Context: an optimization exercise on an open-source flow, tuned for small area, a short achievable clock period and few clock cycles. The choices shown serve that exercise and are no tape-out recipe. In this exercise RTL edits were held to simulation tests only and were not proved equivalent to the original. No activity file was given, so power comes from the tool's default toggle rates.

==> build 26: inputs <==
==> flow/design.v <==
typedef enum logic[6:0] {
  OP      = 7'b0110011,
  OPIMM   = 7'b0010011,
  LOAD    = 7'b0000011,
  STORE   = 7'b0100011,
  BRANCH  = 7'b1100011,
  JAL     = 7'b1101111,
  JALR    = 7'b1100111,
  LUI     = 7'b0110111,
  AUIPC   = 7'b0010111
} opcode_t;
typedef enum logic[2:0] {
  BYTE  = 3'h0,
  HALF  = 3'h1,
  WORD  = 3'h2,
  BYTEU = 3'h4,
  HALFU = 3'h5,
  ADDRESS =  3'h6
} load_t;
typedef enum logic[1:0] {
  PCSEL_PC = 2'h0,
  PCSEL_PLUS4 = 2'h1,
  PCSEL_ALU = 2'h2
} pcsel_t;
typedef enum logic {
  IRSEL_IR = 1'b0,
  IRSEL_MEM = 1'b1
} irsel_t;
typedef enum logic[1:0] {
  REGSEL_ALU = 2'h0,
  REGSEL_MEM = 2'h1,
  REGSEL_PLUS4 = 2'h2
} regsel_t;
typedef enum logic {
  ALUSEL0_REG = 1'b0,
  ALUSEL0_PC = 1'b1
} alusel0_t;
typedef enum logic {
  ALUSEL1_REG = 1'b0,
  ALUSEL1_IR = 1'b1
} alusel1_t;
typedef enum logic {
  ADDRSEL_PC = 1'b0,
  ADDRSEL_ALU = 1'b1
} addrsel_t;
typedef struct packed {
  logic[6:0] funct7;
  logic[4:0] rs2;
  logic[4:0] rs1;
  logic[2:0] funct3;
  logic[4:0] rd;
  opcode_t  opcode;
} ir_R_t;
typedef struct packed {
  logic[11:0] imm;
  logic[4:0] rs1;
  logic[2:0] funct3;
  logic[4:0] rd;
  opcode_t  opcode;
} ir_I_t;
typedef struct packed {
  logic[6:0] imm1;
  logic[4:0] rs2;
  logic[4:0] rs1;
  logic[2:0] funct3;
  logic[4:0] imm0;
  opcode_t  opcode;
} ir_S_t;
typedef struct packed {
  logic[19:0] imm;
  logic[4:0] rd;
  opcode_t opcode;
} ir_U_t;
typedef enum logic[9:0] {
  ADD   = {3'h0, 7'h00},
  SUB   = {3'h0, 7'h20},
  XOR   = {3'h4, 7'h00},
  OR    = {3'h6, 7'h00},
  AND   = {3'h7, 7'h00},
  SLL   = {3'h1, 7'h00},
  SRL   = {3'h5, 7'h00},
  SRA   = {3'h5, 7'h20},
  SLT   = {3'h2, 7'h00},
  SLTU  = {3'h3, 7'h00}
} operation_t;
typedef enum logic {
  RS1 = 1'b0,
  RSD = 1'b1
} rs1sel_t;
typedef enum logic {
  TMPSEL_BYTE = 1'b0,
  TMPSEL_HALF = 1'b1
} tmpsel_t;
typedef enum logic[1:0] {
  DATAOUTSEL_TMP = 2'h0,
  DATAOUTSEL_REG = 2'h1
} dataoutsel_t;
typedef enum logic[2:0] {
  BEQ = 3'h0,
  BNE = 3'h1,
  BLT = 3'h4,
  BGE = 3'h5,
  BLTU = 3'h6,
  BGEU = 3'h7
} branch_t;
typedef enum logic[1:0] {
  FETCH = 2'h0,  
  PART1 = 2'h1,  
  PART2 = 2'h2,  
  HALT  = 2'h3   
} state_t;
`default_nettype none
module Cpu(
  input  logic        clock,
  input  logic        resetn,
  input  logic [31:0] rdata,
  output logic [31:0] wdata,
  output logic        read, write,
  output logic [31:0] address,
  output logic        halted
);
  logic s_f, s_e, s_m, s_r, s_w, s_h;
  logic [31:0] addr_q;    
  logic [31:0] pc;        
  logic [31:0] ir;
  logic [31:0] wd_q;      
  logic [4:0]  ld_rd;     
  logic        ld_byte, ld_word, ld_uns;
  logic        st_half;
  logic [31:1][31:0] rf;
  logic [6:0] opc;
  logic [2:0] f3;
  logic [6:0] f7;
  assign opc = ir[6:0];
  assign f3  = ir[14:12];
  assign f7  = ir[31:25];
  logic is_lui, is_auipc, is_jal, is_jalr, is_br, is_ld, is_st, is_opi, is_op;
  assign is_lui   = opc == 7'b0110111;
  assign is_auipc = opc == 7'b0010111;
  assign is_jal   = opc == 7'b1101111;
  assign is_jalr  = opc == 7'b1100111 && f3 == 3'd0;
  assign is_br    = opc == 7'b1100011 && f3[2:1] != 2'b01;
  assign is_ld    = opc == 7'b0000011 && (f3 == 3'd0 || f3 == 3'd1 || f3 == 3'd2 ||
                                          f3 == 3'd4 || f3 == 3'd5);
  assign is_st    = opc == 7'b0100011 && (f3 == 3'd0 || f3 == 3'd1 || f3 == 3'd2);
  assign is_opi   = opc == 7'b0010011 &&
                    (f3 == 3'd1 ? f7 == 7'h00 :
                     f3 == 3'd5 ? (f7 == 7'h00 || f7 == 7'h20) : 1'b1);
  assign is_op    = opc == 7'b0110011 &&
                    (f7 == 7'h00 || (f7 == 7'h20 && (f3 == 3'd0 || f3 == 3'd5)));
  logic legal;
  assign legal = is_lui | is_auipc | is_jal | is_jalr | is_br | is_ld | is_st |
                 is_opi | is_op;
  logic [31:0] rs1v, rs2v;
  always_comb begin
    rs1v = '0;
    rs2v = '0;
    for (int k = 1; k < 32; k++) begin
      rs1v = rs1v | ({32{ir[19:15] == 5'(k)}} & rf[k]);
      rs2v = rs2v | ({32{ir[24:20] == 5'(k)}} & rf[k]);
    end
  end
  logic        use_rs2;    
  logic        st_fmt;     
  logic [31:0] opb;
  assign use_rs2 = ir[5] & ~ir[2] & (ir[4] | ir[6]);
  assign st_fmt  = ~ir[6] & ir[5] & ~ir[4];
  assign opb = use_rs2 ? rs2v
                       : {{20{ir[31]}}, ir[31:25], st_fmt ? ir[11:7] : ir[24:20]};
  logic do_sub;
  assign do_sub = (ir[6:4] == 3'b110 & ~ir[2]) |
                  (ir[4] & f3[2:1] == 2'b01) |
                  (ir[4] & ir[5] & f3 == 3'd0 & ir[30]);
  logic [32:0] sum;
  assign sum = {1'b0, rs1v} + {1'b0, opb ^ {32{do_sub}}} + {32'd0, do_sub};
  logic eq, lt, ltu;
  assign eq  = rs1v == rs2v;
  assign lt  = (rs1v[31] ^ opb[31]) ? rs1v[31] : sum[31];
  assign ltu = ~sum[32];
  logic        sh_left;
  logic [31:0] sh_in, sh_rev, sh_out, sh_res;
  logic [32:0] sh_ext;
  assign sh_left = ~f3[2];
  always_comb
    for (int k = 0; k < 32; k++) sh_rev[k] = rs1v[31 - k];
  assign sh_in  = sh_left ? sh_rev : rs1v;
  assign sh_ext = $signed({ir[30] & rs1v[31] & ~sh_left, sh_in}) >>> opb[4:0];
  assign sh_out = sh_ext[31:0];
  always_comb
    for (int k = 0; k < 32; k++) sh_res[k] = sh_left ? sh_out[31 - k] : sh_out[k];
  logic [31:0] alu_res;
  always_comb
    case (f3)
      3'd0:    alu_res = sum[31:0];
      3'd1:    alu_res = sh_res;
      3'd2:    alu_res = {31'd0, lt};
      3'd3:    alu_res = {31'd0, ltu};
      3'd4:    alu_res = rs1v ^ opb;
      3'd5:    alu_res = sh_res;
      3'd6:    alu_res = rs1v | opb;
      default: alu_res = rs1v & opb;
    endcase
  logic cond;
  assign cond = (f3[2] ? (f3[1] ? ltu : lt) : eq) ^ f3[0];
  logic [31:0] tgt_imm, tgt_base, tgt;
  always_comb begin
    if (s_m | s_w)
      tgt_imm = 32'd4;
    else if (ir[2] & ir[4])    
      tgt_imm = {ir[31:12], 12'd0};
    else if (ir[3])            
      tgt_imm = {{12{ir[31]}}, ir[19:12], ir[20], ir[30:21], 1'b0};
    else                       
      tgt_imm = {{20{ir[31]}}, ir[7], ir[30:25], ir[11:8], 1'b0};
  end
  assign tgt_base = (is_lui & ~(s_m | s_w)) ? 32'd0 : pc;
  assign tgt = tgt_base + tgt_imm;
  logic [31:0] inc;
  assign inc = addr_q + 32'd4;
  logic taken_pc;    
  logic taken_alu;   
  logic mem_op;      
  logic is_sw;
  assign taken_pc  = is_jal | (is_br & cond);
  assign taken_alu = is_jalr;
  assign mem_op    = is_ld | is_st;
  assign is_sw     = is_st & f3[1];
  logic [31:0] res_e;
  always_comb begin
    if (ir[2] & ir[4])                      
      res_e = tgt;
    else if (ir[2])                         
      res_e = addr_q;
    else
      res_e = alu_res;
  end
  logic [31:0] ld_ext;
  logic        ld_sign;
  assign ld_sign = ~ld_uns & (ld_byte ? rdata[7] : rdata[15]);
  assign ld_ext = {ld_word ? rdata[31:16] : {16{ld_sign}},
                   ld_byte ? {8{ld_sign}} : rdata[15:8],
                   rdata[7:0]};
  logic        rf_we;
  logic [4:0]  rf_wa;
  logic [31:0] rf_wd;
  assign rf_we = s_m | (s_e & (is_op | is_opi | is_lui | is_auipc | is_jal | is_jalr));
  assign rf_wa = s_m ? ld_rd : ir[11:7];
  assign rf_wd = s_m ? ld_ext : res_e;
  always_ff @(posedge clock)
    for (int k = 1; k < 32; k++)
      if (rf_we && rf_wa == 5'(k)) rf[k] <= rf_wd;
  always_ff @(posedge clock, negedge resetn) begin
    if (~resetn) begin
      {s_f, s_e, s_m, s_r, s_w, s_h} <= 6'b100000;
      addr_q <= 32'd0;
    end else begin
      {s_f, s_e, s_m, s_r, s_w, s_h} <= 6'b000000;
      if (s_f) begin
        s_e    <= 1'b1;
        addr_q <= inc;
      end
      if (s_e) begin
        if (~legal)
          s_h <= 1'b1;
        else if (taken_pc) begin
          s_f    <= 1'b1;
          addr_q <= tgt;
        end else if (taken_alu) begin
          s_f    <= 1'b1;
          addr_q <= {sum[31:1], 1'b0};
        end else if (mem_op) begin
          s_m    <= is_ld;
          s_w    <= is_sw;
          s_r    <= is_st & ~f3[1];
          addr_q <= sum[31:0];
        end else begin
          s_e    <= 1'b1;
          addr_q <= inc;
        end
      end
      if (s_m | s_w) begin
        s_e    <= 1'b1;
        addr_q <= tgt;
      end
      if (s_r) s_w <= 1'b1;
      if (s_h) s_h <= 1'b1;
    end
  end
  always_ff @(posedge clock) begin
    if (s_f | s_e) begin
      ir <= rdata;
      pc <= addr_q;
    end
    if (s_e) begin
      ld_rd   <= ir[11:7];
      ld_byte <= f3[1:0] == 2'd0;
      ld_word <= f3[1];
      ld_uns  <= f3[2];
      st_half <= f3[0];
    end
    if (s_r)
      wd_q <= {rdata[31:16], st_half ? wd_q[15:8] : rdata[15:8], wd_q[7:0]};
    else
      wd_q <= rs2v;
  end
  assign address = addr_q;
  assign read    = ~s_w;
  assign write   = s_w;
  assign wdata   = wd_q;
  assign halted  = s_h;
endmodule
==> flow/run.sh <==
#!/bin/bash
# synth_recipe.tcl (not shown) runs the flow's synth.tcl, then flattens the netlist and writes it again
# the make line also repeats each setting of config.mk as NAME=value (left out here)
make -C /OpenROAD-flow-scripts/flow DESIGN_CONFIG=/design/flow/config.mk WORK_HOME=/design/flow/orfs CLKGATE_MAP_FILE= SYNTH_SCRIPT=/design/flow/synth_recipe.tcl finish
==> flow/config.mk <==
export PLATFORM = sky130hd
export DESIGN_NAME = Cpu
export DESIGN_NICKNAME = Cpu
export VERILOG_FILES = /design/flow/design.v
export SDC_FILE = /design/flow/constraint.sdc
export NUM_CORES = 4
export LEC_CHECK = 0
export CAP_MARGIN = 20
export CORE_MARGIN = 2
export CORE_UTILIZATION = 30
export SETUP_SLACK_MARGIN = 0.3
export SLEW_MARGIN = 20
==> flow/constraint.sdc <==
create_clock -name core_clock -period 14.0 [get_ports {clock}]
set_input_delay 2.8000 -clock core_clock [delete_from_list [all_inputs] [get_ports {clock}]]
set_output_delay 2.8000 -clock core_clock [all_outputs]
set_load 0.01 [all_outputs]
==> trial 47: changes against build 26 <==
--- a/flow/design.v
+++ b/flow/design.v
@@ -129,4 +129,9 @@
   logic        st_half;
   logic [31:1][31:0] rf;
+  logic [31:1] rs1_oh, rs2_oh;    
+  logic        fwd1, fwd2;        
+  logic [31:0] wb_q;
+  logic [4:0]  wb_rd;
+  logic        wb_en;
   logic [6:0] opc;
   logic [2:0] f3;
@@ -154,9 +159,9 @@
   logic [31:0] rs1v, rs2v;
   always_comb begin
-    rs1v = '0;
-    rs2v = '0;
+    rs1v = {32{fwd1}} & wb_q;
+    rs2v = {32{fwd2}} & wb_q;
     for (int k = 1; k < 32; k++) begin
-      rs1v = rs1v | ({32{ir[19:15] == 5'(k)}} & rf[k]);
-      rs2v = rs2v | ({32{ir[24:20] == 5'(k)}} & rf[k]);
+      rs1v = rs1v | ({32{rs1_oh[k]}} & rf[k]);
+      rs2v = rs2v | ({32{rs2_oh[k]}} & rf[k]);
     end
   end
@@ -169,6 +174,5 @@
                        : {{20{ir[31]}}, ir[31:25], st_fmt ? ir[11:7] : ir[24:20]};
   logic do_sub;
-  assign do_sub = (ir[6:4] == 3'b110 & ~ir[2]) |
-                  (ir[4] & f3[2:1] == 2'b01) |
+  assign do_sub = (ir[4] & f3[2:1] == 2'b01) |
                   (ir[4] & ir[5] & f3 == 3'd0 & ir[30]);
   logic [32:0] sum;
@@ -201,6 +205,8 @@
       default: alu_res = rs1v & opb;
     endcase
-  logic cond;
-  assign cond = (f3[2] ? (f3[1] ? ltu : lt) : eq) ^ f3[0];
+  logic bltu, blt, cond;
+  assign bltu = rs1v < rs2v;
+  assign blt  = (rs1v[31] ^ rs2v[31]) ? rs1v[31] : bltu;
+  assign cond = (f3[2] ? (f3[1] ? bltu : blt) : eq) ^ f3[0];
   logic [31:0] tgt_imm, tgt_base, tgt;
   always_comb begin
@@ -218,10 +224,6 @@
   logic [31:0] inc;
   assign inc = addr_q + 32'd4;
-  logic taken_pc;    
-  logic taken_alu;   
   logic mem_op;      
   logic is_sw;
-  assign taken_pc  = is_jal | (is_br & cond);
-  assign taken_alu = is_jalr;
   assign mem_op    = is_ld | is_st;
   assign is_sw     = is_st & f3[1];
@@ -241,13 +243,33 @@
                    ld_byte ? {8{ld_sign}} : rdata[15:8],
                    rdata[7:0]};
-  logic        rf_we;
-  logic [4:0]  rf_wa;
-  logic [31:0] rf_wd;
-  assign rf_we = s_m | (s_e & (is_op | is_opi | is_lui | is_auipc | is_jal | is_jalr));
-  assign rf_wa = s_m ? ld_rd : ir[11:7];
-  assign rf_wd = s_m ? ld_ext : res_e;
-  always_ff @(posedge clock)
+  logic writes_e;    
+  assign writes_e = is_op | is_opi | is_lui | is_auipc | is_jal | is_jalr;
+  always_ff @(posedge clock) begin
+    wb_en <= s_m | (s_e & writes_e);
+    wb_rd <= s_m ? ld_rd : ir[11:7];
+    wb_q  <= s_m ? ld_ext : res_e;
     for (int k = 1; k < 32; k++)
-      if (rf_we && rf_wa == 5'(k)) rf[k] <= rf_wd;
+      if (wb_en && wb_rd == 5'(k)) rf[k] <= wb_q;
+  end
+  logic fwd_src;
+  assign fwd_src = s_e & (writes_e | is_ld) & (ir[11:7] != 5'd0);
+  logic        br_taken;    
+  logic        use_sum;     
+  logic        use_tgt;     
+  logic [31:0] addr_pre, addr_d;
+  assign br_taken = s_e & is_br & cond;
+  assign use_sum  = s_e & (mem_op | is_jalr);
+  assign use_tgt  = (s_e & is_jal) | s_m | s_w;
+  always_comb begin
+    if (use_tgt)
+      addr_pre = tgt;
+    else if (s_r)
+      addr_pre = addr_q;
+    else
+      addr_pre = inc;
+    if (use_sum)
+      addr_pre = {sum[31:1], sum[0] & ~is_jalr};
+    addr_d = br_taken ? tgt : addr_pre;
+  end
   always_ff @(posedge clock, negedge resetn) begin
     if (~resetn) begin
@@ -255,34 +277,12 @@
       addr_q <= 32'd0;
     end else begin
-      {s_f, s_e, s_m, s_r, s_w, s_h} <= 6'b000000;
-      if (s_f) begin
-        s_e    <= 1'b1;
-        addr_q <= inc;
-      end
-      if (s_e) begin
-        if (~legal)
-          s_h <= 1'b1;
-        else if (taken_pc) begin
-          s_f    <= 1'b1;
-          addr_q <= tgt;
-        end else if (taken_alu) begin
-          s_f    <= 1'b1;
-          addr_q <= {sum[31:1], 1'b0};
-        end else if (mem_op) begin
-          s_m    <= is_ld;
-          s_w    <= is_sw;
-          s_r    <= is_st & ~f3[1];
-          addr_q <= sum[31:0];
-        end else begin
-          s_e    <= 1'b1;
-          addr_q <= inc;
-        end
-      end
-      if (s_m | s_w) begin
-        s_e    <= 1'b1;
-        addr_q <= tgt;
-      end
-      if (s_r) s_w <= 1'b1;
-      if (s_h) s_h <= 1'b1;
+      addr_q <= addr_d;
+      s_f <= (s_e & legal & (is_jal | is_jalr)) | br_taken;
+      s_e <= s_f | s_m | s_w |
+             (s_e & legal & ~(is_jal | is_jalr | mem_op) & ~br_taken);
+      s_m <= s_e & is_ld;
+      s_r <= s_e & is_st & ~f3[1];
+      s_w <= s_r | (s_e & is_sw);
+      s_h <= s_h | (s_e & ~legal);
     end
   end
@@ -291,4 +291,10 @@
       ir <= rdata;
       pc <= addr_q;
+      fwd1 <= fwd_src & (rdata[19:15] == ir[11:7]);
+      fwd2 <= fwd_src & (rdata[24:20] == ir[11:7]);
+      for (int k = 1; k < 32; k++) begin
+        rs1_oh[k] <= rdata[19:15] == 5'(k) && !(fwd_src && rdata[19:15] == ir[11:7]);
+        rs2_oh[k] <= rdata[24:20] == 5'(k) && !(fwd_src && rdata[24:20] == ir[11:7]);
+      end
     end
     if (s_e) begin
==> flow/flow/run.sh (new file) <==
#!/bin/bash
set -uo pipefail
MARGIN=${MARGIN:-9.5}
bash standard.sh SETUP_SLACK_MARGIN=$MARGIN finish > flow_make.log 2>&1
==> flow/standard.sh (new file) <==
#!/bin/bash
# synth_recipe.tcl (not shown) runs the flow's synth.tcl, then flattens the netlist and writes it again
# the make line also repeats each setting of config.mk as NAME=value (left out here)
make -C /OpenROAD-flow-scripts/flow DESIGN_CONFIG=/design/flow/config.mk WORK_HOME=/design/flow/orfs CLKGATE_MAP_FILE= SYNTH_SCRIPT=/design/flow/synth_recipe.tcl "${@:-finish}"
- CORE_UTILIZATION: 30 -> 50
- SETUP_SLACK_MARGIN: 0.3 -> unset
removed: flow/run.sh
==> summary.md <==
| Metric | Value |
|---|---|
| Status | timing/DRC/antenna clean |
| Seq power | 0.00366 W |
| Cts repair resizes | 0 |
| Reg area | 33730 um^2 |
| Die area | about 210000 um^2 |
| Net Sw Frac | 21.16% |
| Synth cell count leaders | edfxtp_1, a22oi_1, and3_1, clkbuf_1, nand2_1 |
| Number of buffers and inverters on the critical path | 6 |
# the run above: build 26

==> summary.md <==
| Metric | Value |
|---|---|
| Reg area | 36470 um^2 |
| Status | timing/DRC/antenna clean |
| Cts repair resizes | 798 |
| Synth cell count leaders | edfxtp_1, a22oi_1, nor2_1, nand4_1, a21oi_1 |
| Number of buffers and inverters on the critical path | 5 |
| Net Sw Frac | 20.86% |
# the run above: trial 47

Testbench counts of build 26, summed over its fixed seeds: cycles 77,732.
Testbench counts of trial 47, summed over its fixed seeds: cycles 77,732.

-- port drivers added, routing unchanged --
Ports are ideal in the flow. The routed layouts listed here were re-timed in OpenROAD.
Step 1: set_driving_cell puts a clkbuf_16 on clock and a buf_2 on each other input, an assumption about the parent block.
Step 2 also shifts input and output timing later by t, the mid clock arrival at the registers, as if the neighbouring blocks saw the same clock.
Slacks: ideal / step 1 / step 2; pairs: ideal / step 1.
| run | shift t [ns] | setup WS [ns] | hold WS [ns] |
|---|---|---|---|
| build 26 | 0.863 | 4.311 / 4.311 / 4.311 | 0.571 / 0.571 / 0.571 |
| trial 47 | 0.905 | 8.479 / 8.479 / 8.393 | 0.482 / 0.482 / 0.482 |
After both steps every run listed still meets setup and hold. The setup slack of trial 47, which loses most, moves by 0.000 ns with the drivers and by -0.086 ns with both steps.
